This design comes from an exercise in tuning for small area, a short achievable clock period and few clock cycles on the open sky130 flow, not from production work.
In this exercise RTL edits were held to simulation tests only and were not proved equivalent to the original.
Power is estimated from default activity; no workload was simulated.

==> flow/design.v <==
module radd #(parameter W = 8) (input logic [W-1:0] a, input logic [W-1:0] b, input logic ci,
                               output logic [W-1:0] s, output logic co);
  logic [W:0] c;
  assign c[0] = ci;
  for (genvar i = 0; i < W; i++) begin : g
    assign s[i] = a[i] ^ b[i] ^ c[i];
    assign c[i+1] = (a[i] & b[i]) | (a[i] & c[i]) | (b[i] & c[i]);
  end
  assign co = c[W];
endmodule
module rge #(parameter W = 8) (input logic [W-1:0] a, input logic [W-1:0] b, output logic ge);
  logic [W:0] c;
  assign c[0] = 1'b1;
  for (genvar i = 0; i < W; i++) begin : g
    assign c[i+1] = (a[i] & ~b[i]) | (a[i] & c[i]) | (~b[i] & c[i]);
  end
  assign ge = c[W];
endmodule
module circle_cand(input logic [7:0] xc, input logic [6:0] yc,
                   input logic [7:0] a, input logic [7:0] b, input logic sx, input logic sy,
                   input logic [7:0] xlo, input logic [7:0] xhi,
                   input logic [7:0] ylo, input logic [7:0] yhi,
                   output logic [7:0] x, output logic [7:0] y, output logic pass);
  logic [7:0] X, Y;
  logic cx_, cy_;
  radd #(8) ax(.a(xc), .b(a ^ {8{sx}}), .ci(sx), .s(X), .co(cx_));
  radd #(8) ay(.a({1'b0, yc}), .b(b ^ {8{sy}}), .ci(sy), .s(Y), .co(cy_));
  assign x = X;
  assign y = Y;
  logic xge, xle, yge, yle;
  rge #(8) c1(.a({~X[7], X[6:0]}), .b({~xlo[7], xlo[6:0]}), .ge(xge));
  rge #(8) c2(.a({~xhi[7], xhi[6:0]}), .b({~X[7], X[6:0]}), .ge(xle));
  rge #(8) c3(.a(Y), .b(ylo), .ge(yge));
  rge #(8) c4(.a(yhi), .b(Y), .ge(yle));
  logic xin, yin;
  assign xin = (cx_ == sx) && !(X[7] && (X[6:5] != 2'b00));
  assign yin = (cy_ == sy) && !Y[7] && !(Y[6:3] == 4'b1111);
  assign pass = xin && yin && xge && xle && yge && yle;
endmodule
module reuleaux(input logic clk, input logic rst_n, input logic [2:0] colour,
                input logic [7:0] centre_x, input logic [6:0] centre_y, input logic [7:0] diameter,
                input logic start, output logic done,
                output logic [7:0] vga_x, output logic [6:0] vga_y,
                output logic [2:0] vga_colour, output logic vga_plot);
localparam IDLE  = 3'd0;
localparam SET1  = 3'd1;
localparam SET2  = 3'd2;
localparam RUN   = 3'd3;
localparam FIN   = 3'd4;
localparam DONE  = 3'd5;
logic [2:0] state;
logic [2:0] col;
logic [7:0] x3, d, y1, y3;
logic [2:0] ci;                  
logic sx, sy, sw;                
logic [7:0] xc;                  
logic [7:0] ox, oy;
logic [9:0] crit;                
logic [7:0] px;
logic [6:0] py;
logic plot_r, done_r;
assign vga_x = px;
assign vga_y = py;
assign vga_colour = col;
assign vga_plot = plot_r;
assign done = done_r;
logic [7:0] t5; logic c5;
radd #(8) m1(.a({2'b00, d[7:2]}), .b(d), .ci(1'b0), .s(t5), .co(c5));
logic [10:0] d5;
assign d5 = {c5, t5, d[1:0]};
logic [8:0] u37; logic c37;
radd #(9) m2(.a({3'b000, d5[10:5]}), .b({1'b0, d}), .ci(1'b0), .s(u37), .co(c37));
logic [13:0] d37;
assign d37 = {u37, d5[4:0]};
logic [3:0] cc;
always_comb begin
  case (d[7:5])
    3'd0: cc = 4'd0;
    3'd1: cc = 4'd2;
    3'd2: cc = 4'd4;
    3'd3: cc = 4'd5;
    3'd4: cc = 4'd7;
    3'd5: cc = 4'd9;
    3'd6: cc = 4'd10;
    default: cc = 4'd12;
  endcase
end
logic [13:0] r37; logic cr;
radd #(14) m5(.a(d37), .b(~{10'd0, cc}), .ci(1'b1), .s(r37), .co(cr));
logic [7:0] h3;
assign h3 = r37[13:6];
logic [7:0] y1s, y3s;
logic [7:0] x1, x2, y1d; logic cx1, cx2, cyd;
radd #(8) m8(.a(x3), .b({1'b0, d[7:1]}), .ci(1'b0), .s(x1), .co(cx1));
radd #(8) m9(.a(x3), .b(~{1'b0, d[7:1]}), .ci(1'b1), .s(x2), .co(cx2));
radd #(8) m10(.a(y1), .b(d), .ci(1'b0), .s(y1d), .co(cyd));
logic nowrap;
assign nowrap = !cx1 && cx2;
logic ov1, ov2, e1, e2, e3;
assign ov1 = !x3[7] && x1[7];
assign ov2 = x3[7] && !x2[7];
assign e1 = x3[7];
assign e2 = ov1;
assign e3 = ov1 || ov2;
logic norm, norm_s;              
assign norm = nowrap && !y1[7] && (d[7:1] != 7'd0);
assign norm_s = nowrap && !y1s[7] && (d[7:1] != 7'd0);
logic [7:0] xlo, xhi, yhi;
logic [6:0] yc;
always_comb begin
  yc = ({7{!ci[2]}} & y1[6:0]) | ({7{ci[2]}} & y3[6:0]);
  xlo = ({8{ci[1]}} & x3) | ({8{ci[2]}} & x2);
  xhi = ({8{ci[0]}} & x3) | ({8{!ci[0]}} & x1);
  yhi = ({8{!ci[2]}} & y1) | ({8{ci[2]}} & y1d);
end
function automatic [7:0] centre(input logic [2:0] c, input logic [7:0] a1, input logic [7:0] a2,
                                input logic [7:0] a3);
  centre = ({8{c[0]}} & a1) | ({8{c[1]}} & a2) | ({8{c[2]}} & a3);
endfunction
function automatic [2:0] oct_first(input logic [2:0] c, input logic n);
  if (!n) oct_first = 3'b000;
  else oct_first = {c[0], !c[2], c[2]};
endfunction
logic past3;                     
logic oy0;
assign oy0 = (oy == 8'd0);
logic it_done;
logic [2:0] oct_nx;
always_comb begin
  if (!norm) begin
    it_done = !sx && sy && sw;
    oct_nx = sw ? {!sy, sx, 1'b0} : {sx, sy, 1'b1};
  end else if (!ci[2]) begin
    it_done = sw || !past3;
    oct_nx = {sx, sy, 1'b1};
  end else begin
    it_done = sx || oy0;
    oct_nx = {1'b1, sy, sw};
  end
end
logic [7:0] xv, yv;
logic ok;
circle_cand cand(.xc(xc), .yc(yc), .a(sw ? oy : ox), .b(sw ? ox : oy), .sx(sx), .sy(sy),
                 .xlo(xlo), .xhi(xhi), .ylo(y3), .yhi(yhi), .x(xv), .y(yv), .pass(ok));
assign y3s = xv;
assign y1s = yv;
logic dec;
assign dec = !crit[9] || (&crit);
logic [7:0] oy_n; logic coy;
radd #(8) m11(.a(oy), .b(8'd0), .ci(1'b1), .s(oy_n), .co(coy));
logic [7:0] ox_n; logic cox;
radd #(8) m12(.a(ox), .b({8{dec}}), .ci(1'b0), .s(ox_n), .co(cox));
logic [9:0] k1, crit_n; logic ck1, ckn;
radd #(10) m13(.a(crit), .b({1'b0, oy_n, 1'b1}), .ci(1'b0), .s(k1), .co(ck1));
radd #(10) m14(.a(k1), .b(dec ? ~{1'b0, ox_n, 1'b0} : 10'd0), .ci(dec), .s(crit_n), .co(ckn));
logic le_n;
rge #(9) m15(.a({1'b0, ox_n}), .b({coy, oy_n}), .ge(le_n));
rge #(8) m16(.a(oy), .b({1'b0, d[7:1]}), .ge(past3));
logic cont;
assign cont = le_n && !(dec && !cox) && !(ci[2] && nowrap && past3);
logic [2:0] ci_nx;
logic fin_nx;
always_comb begin
  fin_nx = 1'b0;
  ci_nx = 3'b100;
  if (ci[0] && !e2) ci_nx = 3'b010;
  else if (!ci[2] && !e3) ci_nx = 3'b100;
  else fin_nx = 1'b1;
end
logic [2:0] ci_0;
always_comb begin
  ci_0 = 3'b100;
  if (!e1) ci_0 = 3'b001;
  else if (!e2) ci_0 = 3'b010;
end
logic [2:0] state_nx;
always_comb begin
  state_nx = state;
  case (state)
    IDLE: if (start) state_nx = SET1;
    SET1: state_nx = SET2;
    SET2: state_nx = RUN;
    RUN: if (it_done && !cont && fin_nx) state_nx = ok ? FIN : DONE;
    FIN: state_nx = DONE;
    default: ;
  endcase
end
always_ff @(posedge clk or negedge rst_n) begin
  if (!rst_n) begin
    state <= IDLE;
    done_r <= 1'b0;
  end else begin
    state <= state_nx;
    done_r <= (state_nx == DONE);
  end
end
always_ff @(posedge clk) begin
  x3 <= centre_x;
  d <= diameter;
  col <= colour;
  px <= xv;
  py <= yv[6:0];
  plot_r <= (state == RUN) && ok;
  case (state)
    IDLE: begin
      xc <= {1'b0, centre_y};
      y1 <= {1'b0, centre_y};
      y3 <= {1'b0, centre_y};
    end
    SET1: begin
      oy <= h3;
      ox <= {1'b0, h3[7:1]};
      {sx, sy, sw} <= 3'b101;
    end
    SET2: begin
      y1 <= y1s;
      y3 <= y3s;
      ci <= ci_0;
      xc <= centre(ci_0, x1, x2, x3);
      {sx, sy, sw} <= oct_first(ci_0, norm_s);
      ox <= d;
      oy <= 8'd0;
      crit <= {2'b11, ~d};
    end
    RUN: begin
      if (!it_done) {sx, sy, sw} <= oct_nx;
      else if (cont) begin
        {sx, sy, sw} <= oct_first(ci, norm);
        ox <= ox_n;
        oy <= oy_n;
        crit <= crit_n;
      end else begin
        ci <= ci_nx;
        xc <= centre(ci_nx, x1, x2, x3);
        {sx, sy, sw} <= oct_first(ci_nx, norm);
        ox <= d;
        oy <= 8'd0;
        crit <= {2'b11, ~d};
      end
    end
    default: ;
  endcase
end
endmodule
==> flow/config.mk <==
export PLATFORM = sky130hd
export DESIGN_NAME = reuleaux
export DESIGN_NICKNAME = reuleaux
export VERILOG_FILES = /design/flow/design.v
export SDC_FILE = /design/flow/constraint.sdc
export NUM_CORES = 4
export LEC_CHECK = 0
export CAP_MARGIN = 20
export CORE_MARGIN = 2
export CORE_UTILIZATION = 70
export CTS_BUF_LIST = sky130_fd_sc_hd__clkbuf_4 sky130_fd_sc_hd__clkbuf_8
export SLEW_MARGIN = 20
==> flow/constraint.sdc <==
create_clock -name core_clock -period 34.0 [get_ports {clk}]
set_input_delay 6.8000 -clock core_clock [delete_from_list [all_inputs] [get_ports {clk}]]
set_output_delay 6.8000 -clock core_clock [all_outputs]
set_load 0.01 [all_outputs]
standard.sh (not shown) runs the stock make flow with config.mk's settings and CLKGATE_MAP_FILE= SYNTH_SCRIPT=/design/flow/synth_recipe.tcl, a recipe that flattens the netlist after the stock synthesis.
==> flow/flow/run.sh <==
#!/bin/bash
# Layout: the standard flow (standard.sh, ORFS synthesis to finish), with
# two changes: the buffers that ORFS puts on every port are
# sky130_fd_sc_hd__buf_1 on the inputs and sky130_fd_sc_hd__buf_2 on the
# outputs (flow/ports.tcl) instead of the default delay-buffer cell, which is
# slow on the port paths, and clock tree synthesis adds no dummy loads.
# The whole make output goes to standard.log in this folder; ORFS also keeps
# a log of each step under orfs/logs.
set -euo pipefail
export PRE_GLOBAL_PLACE_TCL="$(pwd)/flow/ports.tcl"
export CTS_ARGS="-sink_clustering_enable -repair_clock_nets -dont_use_dummy_load"
bash standard.sh > standard.log 2>&1
==> flow/flow/ports.tcl <==
# Sourced before global placement (PRE_GLOBAL_PLACE_TCL): make ORFS's port
# buffering put sky130_fd_sc_hd__buf_1 on the inputs and
# sky130_fd_sc_hd__buf_2 on the outputs.
rename buffer_ports orfs_buffer_ports
proc buffer_ports { args } {
  orfs_buffer_ports -inputs -buffer_cell sky130_fd_sc_hd__buf_1
  orfs_buffer_ports -outputs -buffer_cell sky130_fd_sc_hd__buf_2
}
Testbench counts at the start, summed over its fixed seeds: cycles 36,137.
Next try:
--- a/flow/config.mk
+++ b/flow/config.mk
@@ -11 +10,0 @@
-export CTS_BUF_LIST = sky130_fd_sc_hd__clkbuf_4 sky130_fd_sc_hd__clkbuf_8
After rerunning:
- cell count stays the same
- via count does not change
- worst setup slack does not change
- power does not change
- global-route usage stays the same
- clock power barely changes
- first-iteration DRC count does not change
- sequential cell count stays the same
- utilization is unchanged
Next try:
--- a/flow/config.mk
+++ b/flow/config.mk
@@ -10,0 +11 @@
+export CTS_BUF_LIST = sky130_fd_sc_hd__clkbuf_4
Effect: Routed wire length does not change. Sequential power stays flat. Cell count does not change. First-iteration DRC count is unchanged.

-- separate check: timing with driven ports --
How much do the figures lean on ideal ports? The routed layouts below were timed once more, with nothing changed but the port constraints. Step 1, drivers: a clkbuf_16 drives clk and a buf_2 each remaining input, both assumed. Step 2 moves the port delays by t, midway between the first and last clock arrival at a register: inputs arrive t later, outputs are due t later. That takes back most of the time a late clock gives input paths. a / b / c = ideal / step 1 / step 2; a / b = the first two.
| run | shift t [ns] | setup slack, ns | worst setup path at the end |
|---|---|---|---|
| the first run | 0.399 | 26.327 / 26.294 / 26.386 | input to register |
| the second run | 0.399 | 26.327 / 26.294 / 26.386 | input to register |
| the third run | 0.399 | 26.327 / 26.294 / 26.386 | input to register |
After both steps setup and hold are still met in every run listed.
